Source: an optimization exercise on an open RTL-to-GDS flow (aim: small area, a short achievable clock period and few clock cycles). Production flows keep margins and buffers that such runs may drop. At most, simulation tests tie the RTL to the original design; equivalence was not proved.

## conv1_top
module conv1_top #(
    parameter CONV_INPUT_SIZE = 23,
    parameter CONV_OUTPUT_SIZE = 22,
    parameter CONV_OUTPUT_FILTER = 20
)(
    input                     clk,
    input                     rst,
    input                     start,
    output reg         [4: 0] input_addra,
    input  wire signed [15:0] idata,
    output reg  signed [15:0] odata,
    output reg         [4: 0] output_filter,
    output reg         [4: 0] output_addra,
    output reg                done
);
    reg idir;    
    always @(posedge clk) begin
        if (rst) begin
            input_addra <= 5'd0;
            idir <= 1'b0;
        end else if (start) begin
            if (!idir) begin
                if (input_addra == 5'd22) begin
                    input_addra <= 5'd21;
                    idir <= 1'b1;
                end else begin
                    input_addra <= input_addra + 5'd1;
                end
            end else begin
                if (input_addra == 5'd0) begin
                    input_addra <= 5'd1;
                    idir <= 1'b0;
                end else begin
                    input_addra <= input_addra - 5'd1;
                end
            end
        end
    end
    always @(posedge clk) begin
        if (rst) begin
            output_filter <= 5'd31;
            output_addra <= 5'd5;
        end else if (start) begin
            if (!output_filter[0]) begin
                if (output_addra == 5'd21) output_filter <= output_filter + 5'd1;
                else output_addra <= output_addra + 5'd1;
            end else begin
                if (output_addra == 5'd0) output_filter <= output_filter + 5'd1;
                else output_addra <= output_addra - 5'd1;
            end
        end
    end
    always @(posedge clk) begin
        if (rst) done <= 1'b0;
        else if (output_filter == 5'd19 && output_addra == 5'd0) done <= 1'b1;
    end
    reg [4:0] fidx;
  ...
For scale: ~95 flip-flops, about 51 I/O pins, ~0.014 mm² of cells after synthesis.
clock: 30.0 ns
lec_check: 0
cap_margin: 20
core_margin: 2
core_utilization: 40
cts_cluster_diameter: 300
cts_cluster_size: 60
slew_margin: 20
synth_hierarchical: 1
standard.sh (not shown) runs the stock make flow with config.mk's settings and CLKGATE_MAP_FILE= SYNTH_SCRIPT=/design/flow/synth_recipe.tcl, a recipe that flattens the netlist after the stock synthesis.
==> flow/flow/run.sh <==
#!/bin/bash
# Standard ORFS layout, with repair_timing asked for extra setup margin so
# that it sizes the critical paths for a shorter period than the clock's.
set -uo pipefail
MARGIN=$(cat "$(dirname "$0")/margin.txt")
bash standard.sh synth > synth.log 2>&1 || exit 1
bash standard.sh SETUP_SLACK_MARGIN=$MARGIN finish > layout.log 2>&1 || exit 1
==> flow/flow/margin.txt <==
23.0
Change:
==> flow/flow/margin.txt (replaced) <==
22.75
CTS_CLUSTER_DIAMETER = not set   (was 300)
CTS_CLUSTER_SIZE = not set   (was 60)
The changed run finished clean.
Worst setup slack degrades by 0.18 ns.
Maximum frequency drops by 2.5%.
Global-route usage decreases by 0.15 points.
Design area is lower by 2.1%.
Final cell count goes down by 0.96%.
Critical path depth is unchanged.
First-iteration DRC count decreases by 2.1%.
No run of this note included a check of the RTL's function; only the layout flow was run.

rev 12:
conv1_top, a different RTL version from the one above (not shown whole).
Size in the first run: about 1300 cells after synthesis, about 95 flip-flops, ~0.013 mm² of cells after synthesis.
// conv1_top
module conv1_top #(
    parameter CONV_INPUT_SIZE = 23,
    parameter CONV_OUTPUT_SIZE = 22,
    parameter CONV_OUTPUT_FILTER = 20
)(
    input                     clk,
    input                     rst,
    input                     start,
    output reg         [4: 0] input_addra,
    input  wire signed [15:0] idata,
    output reg  signed [15:0] odata,
    output reg         [4: 0] output_filter,
    output reg         [4: 0] output_addra,
    output reg                done
);
    wire hold = rst | ~start;
    reg idir;    
    wire iturn = idir ? (input_addra == 5'd0) : (input_addra == 5'd22);
    wire idir_next = idir ^ iturn;
    always @(posedge clk) begin
        if (hold) begin
            input_addra <= 5'd0;
            idir <= 1'b0;
        end else begin
            input_addra <= idir_next ? input_addra - 5'd1 : input_addra + 5'd1;
            idir <= idir_next;
        end
    end
    wire oturn = output_filter[0] ? (output_addra == 5'd0) : (output_addra == 5'd21);
    always @(posedge clk) begin
        if (hold) begin
            output_filter <= 5'd31;
            output_addra <= 5'd5;
        end else if (oturn) begin
            output_filter <= output_filter + 5'd1;
        end else begin
            output_addra <= output_filter[0] ? output_addra - 5'd1 : output_addra + 5'd1;
        end
    end
    always @(posedge clk) begin
        if (rst) done <= 1'b0;
  ...
clock: 30.0 ns
lec_check: 0
cap_margin: 20
cell_pad_in_sites_detail_placement: 1
core_margin: 2
core_utilization: 30
setup_slack_margin: 5
slew_margin: 20
synth_hierarchical: 1
run.sh (not shown) runs the stock make flow with config.mk's settings and CLKGATE_MAP_FILE= SYNTH_SCRIPT=/design/flow/synth_recipe.tcl, a recipe that flattens the netlist after the stock synthesis.
Stock flow here: none of the scripts above is used.
Rev 12 ended with every stage complete and zero timing, DRC or antenna violations.
Testbench counts of rev 12, summed over its fixed seeds: cycles 21,504.
Input-level comparison between rev 13 and rev 12:
Settings: changing CORE_UTILIZATION from 30 to 40; removing SETUP_SLACK_MARGIN (formerly 5).
==> flow/flow/run.sh (new file) <==
#!/bin/bash
# Standard ORFS layout (the standard.sh), with extra ORFS settings from
# flow/make_args.txt (one NAME=value per line): repair_timing is asked for
# extra setup margin so that it sizes the critical paths for a shorter period
# than the clock's, and the port buffers are plain buffers.
set -uo pipefail
HERE="$(cd "$(dirname "$0")" && pwd)"
ARGS=()
while IFS= read -r line; do
    [[ -n "$line" && "$line" != \#* ]] && ARGS+=("$line")
done < "$HERE/make_args.txt"
bash standard.sh synth > synth.log 2>&1 || exit 1
bash standard.sh "${ARGS[@]}" finish > layout.log 2>&1 || exit 1
==> flow/flow/make_args.txt (new file) <==
SETUP_SLACK_MARGIN=23.1
BUFFER_PORTS_ARGS=-buffer_cell sky130_fd_sc_hd__buf_2
==> flow/standard.sh (new file) <==
#!/bin/bash
# synth_recipe.tcl (not shown) runs the flow's synth.tcl, then flattens the netlist and writes it again
# the make line also repeats each setting of config.mk as NAME=value (left out here)
make -C /OpenROAD-flow-scripts/flow DESIGN_CONFIG=/design/flow/config.mk WORK_HOME=/design/flow/orfs CLKGATE_MAP_FILE= SYNTH_SCRIPT=/design/flow/synth_recipe.tcl "${@:-finish}"
removed: flow/run.sh
Notes after the runs:
Having completed the whole flow, rev 13 delivered a layout that passed the timing, DRC and antenna checks.
Final wirelength went up by a few percent going from rev 12 to rev 13.
Changes observed in rev 13 relative to rev 12: endpoint required time on the critical path now smaller.
Compared to rev 12, rev 13 has post-placement cell area about 3% lower.
From rev 13 to rev 12, number of unique standard cell types used by synthesis did not move at all.

== job 5023 ==
Starting RTL as in the previous note.
// conv1_top
module conv1_top #(
    parameter CONV_INPUT_SIZE = 23,
    parameter CONV_OUTPUT_SIZE = 22,
    parameter CONV_OUTPUT_FILTER = 20
)(
    input                     clk,
    input                     rst,
    input                     start,
    output reg         [4: 0] input_addra,
    input  wire signed [15:0] idata,
    output reg  signed [15:0] odata,
    output reg         [4: 0] output_filter,
    output reg         [4: 0] output_addra,
    output reg                done
);
clock: 30.0 ns
lec_check: 0
cap_margin: 20
cell_pad_in_sites_detail_placement: 1
core_margin: 2
core_utilization: 30
slew_margin: 20
synth_hierarchical: 1
standard.sh (not shown) runs the stock make flow with config.mk's settings and CLKGATE_MAP_FILE= SYNTH_SCRIPT=/design/flow/synth_recipe.tcl, a recipe that flattens the netlist after the stock synthesis.
==> flow/flow/run.sh <==
#!/bin/bash
# Standard ORFS layout (the standard.sh), with extra ORFS settings from
# flow/make_args.txt (one NAME=value per line): repair_timing is asked for
# extra setup margin so that it sizes the critical paths for a shorter period
# than the clock's, and the port buffers are plain buffers.
set -uo pipefail
HERE="$(cd "$(dirname "$0")" && pwd)"
ARGS=()
while IFS= read -r line; do
    [[ -n "$line" && "$line" != \#* ]] && ARGS+=("$line")
done < "$HERE/make_args.txt"
bash standard.sh synth > synth.log 2>&1 || exit 1
bash standard.sh "${ARGS[@]}" finish > layout.log 2>&1 || exit 1
==> flow/flow/make_args.txt <==
SETUP_SLACK_MARGIN=23.2
BUFFER_PORTS_ARGS=-buffer_cell sky130_fd_sc_hd__buf_2
Job 5023 ended with every stage complete and zero timing, DRC or antenna violations.
Testbench counts of job 5023, summed over its fixed seeds: cycles 21,504.
Edits applied to the flow inputs when going from job 5023 to job 6963:
==> flow/flow/make_args.txt <==
SETUP_SLACK_MARGIN=23.1
BUFFER_PORTS_ARGS=-buffer_cell sky130_fd_sc_hd__buf_2
- As far as total grt overflow goes, job 5023 and job 6963 are indistinguishable; the numbers are identical.
- Comparing job 6963 and job 5023, the lower post-route met1 wirelength is on job 5023.
- [compare] base=job 5023 new=job 6963: area growth from synthesis to layout saw a decrease; detailed router's first-iteration violation count has increased.
- Side by side, buffering overhead turned out lower in job 6963 than in job 5023.
--- input diff job 6963..job 5014 ---
-- flow/config.mk --
<<< job 6963, line 11
export CORE_UTILIZATION = 30
export SLEW_MARGIN = 20
>>> job 5014, line 11
export CORE_UTILIZATION = 30
export CTS_BUF_LIST = sky130_fd_sc_hd__clkbuf_8 sky130_fd_sc_hd__clkbuf_16
export SLEW_MARGIN = 20
Notes after the runs:
- Routed wire length: job 5014 vs job 6963 identical
- Diff job 6963..job 5014 | final design utilization | unchanged
--- input diff job 5014..job 7052 ---
-- flow/config.mk --
<<< job 5014, line 10
export CORE_MARGIN = 2
export CORE_UTILIZATION = 30
export CTS_BUF_LIST = sky130_fd_sc_hd__clkbuf_8 sky130_fd_sc_hd__clkbuf_16
export SLEW_MARGIN = 20
>>> job 7052, line 10
export CORE_MARGIN = 2
export CORE_UTILIZATION = 25
export SLEW_MARGIN = 20
- No stage failed in job 7052, and the final checks on the layout all came back clean.
- The higher sequential share of layout area of job 7052 and job 5014 is in job 5014.
- Overall die area (job 7052 / job 5014): 1.20
- Number of vias after detailed routing, job 7052 and job 5014: smaller value in job 7052
- The routability-driven placement congestion ratio of job 7052 and that of job 5014 are within noise of each other.
- The higher finished layout cell area of job 7052 and job 5014 is in job 7052.
- Synthesis-to-layout area growth ended up 2.3 points higher on job 7052 than on job 5014.
- Looking at layout net count across job 7052 and job 5014, the one that comes out lower is job 5014.
- The more densely filled core belongs to job 5014, not job 7052.
- Diff job 7052..job 5014 | sequential share of the synthesized area | unchanged

==> afterwards: timing with drivers on the ports <==
The flow's constraints put no driver on any port. The routed layouts listed below were extracted and timed again, unchanged, in two steps. Step 1 sets driving cells, clkbuf_16 on the clock port and buf_2 on the other inputs (assumed; they add their load-dependent delay and slew). Step 2 times the ports against the registers' clock, not the clock port: input delays grow and output delays shrink by t, the midpoint of the rising clock arrivals with the driver on. Slacks: ideal ports / drivers / drivers and shift; pairs: ideal ports / drivers.
run | t, ns | setup slack, ns | worst register clock-pin slew, ns
the first run of note 1 | 0.433 | 23.034 / 22.982 / 22.749 | 0.09 / 0.09
the second run of note 1 | 0.433 | 22.856 / 22.802 / 22.507 | 0.08 / 0.08
rev 12 | 0.423 | 22.287 / 22.287 / 22.287 | 0.08 / 0.08
rev 13 | 0.433 | 23.107 / 23.054 / 22.872 | 0.09 / 0.09
job 5023 | 0.423 | 23.146 / 23.098 / 22.931 | 0.08 / 0.08
job 6963 | 0.421 | 23.132 / 23.084 / 22.907 | 0.08 / 0.08
job 5014 | 0.421 | 23.132 / 23.084 / 22.907 | 0.08 / 0.08
job 7052 | 0.430 | 23.131 / 23.085 / 22.916 | 0.08 / 0.08
After both steps every run listed still meets setup and hold. The setup slack of the second run of note 1, which loses most, moves by -0.054 ns with the drivers and by -0.349 ns with both steps.
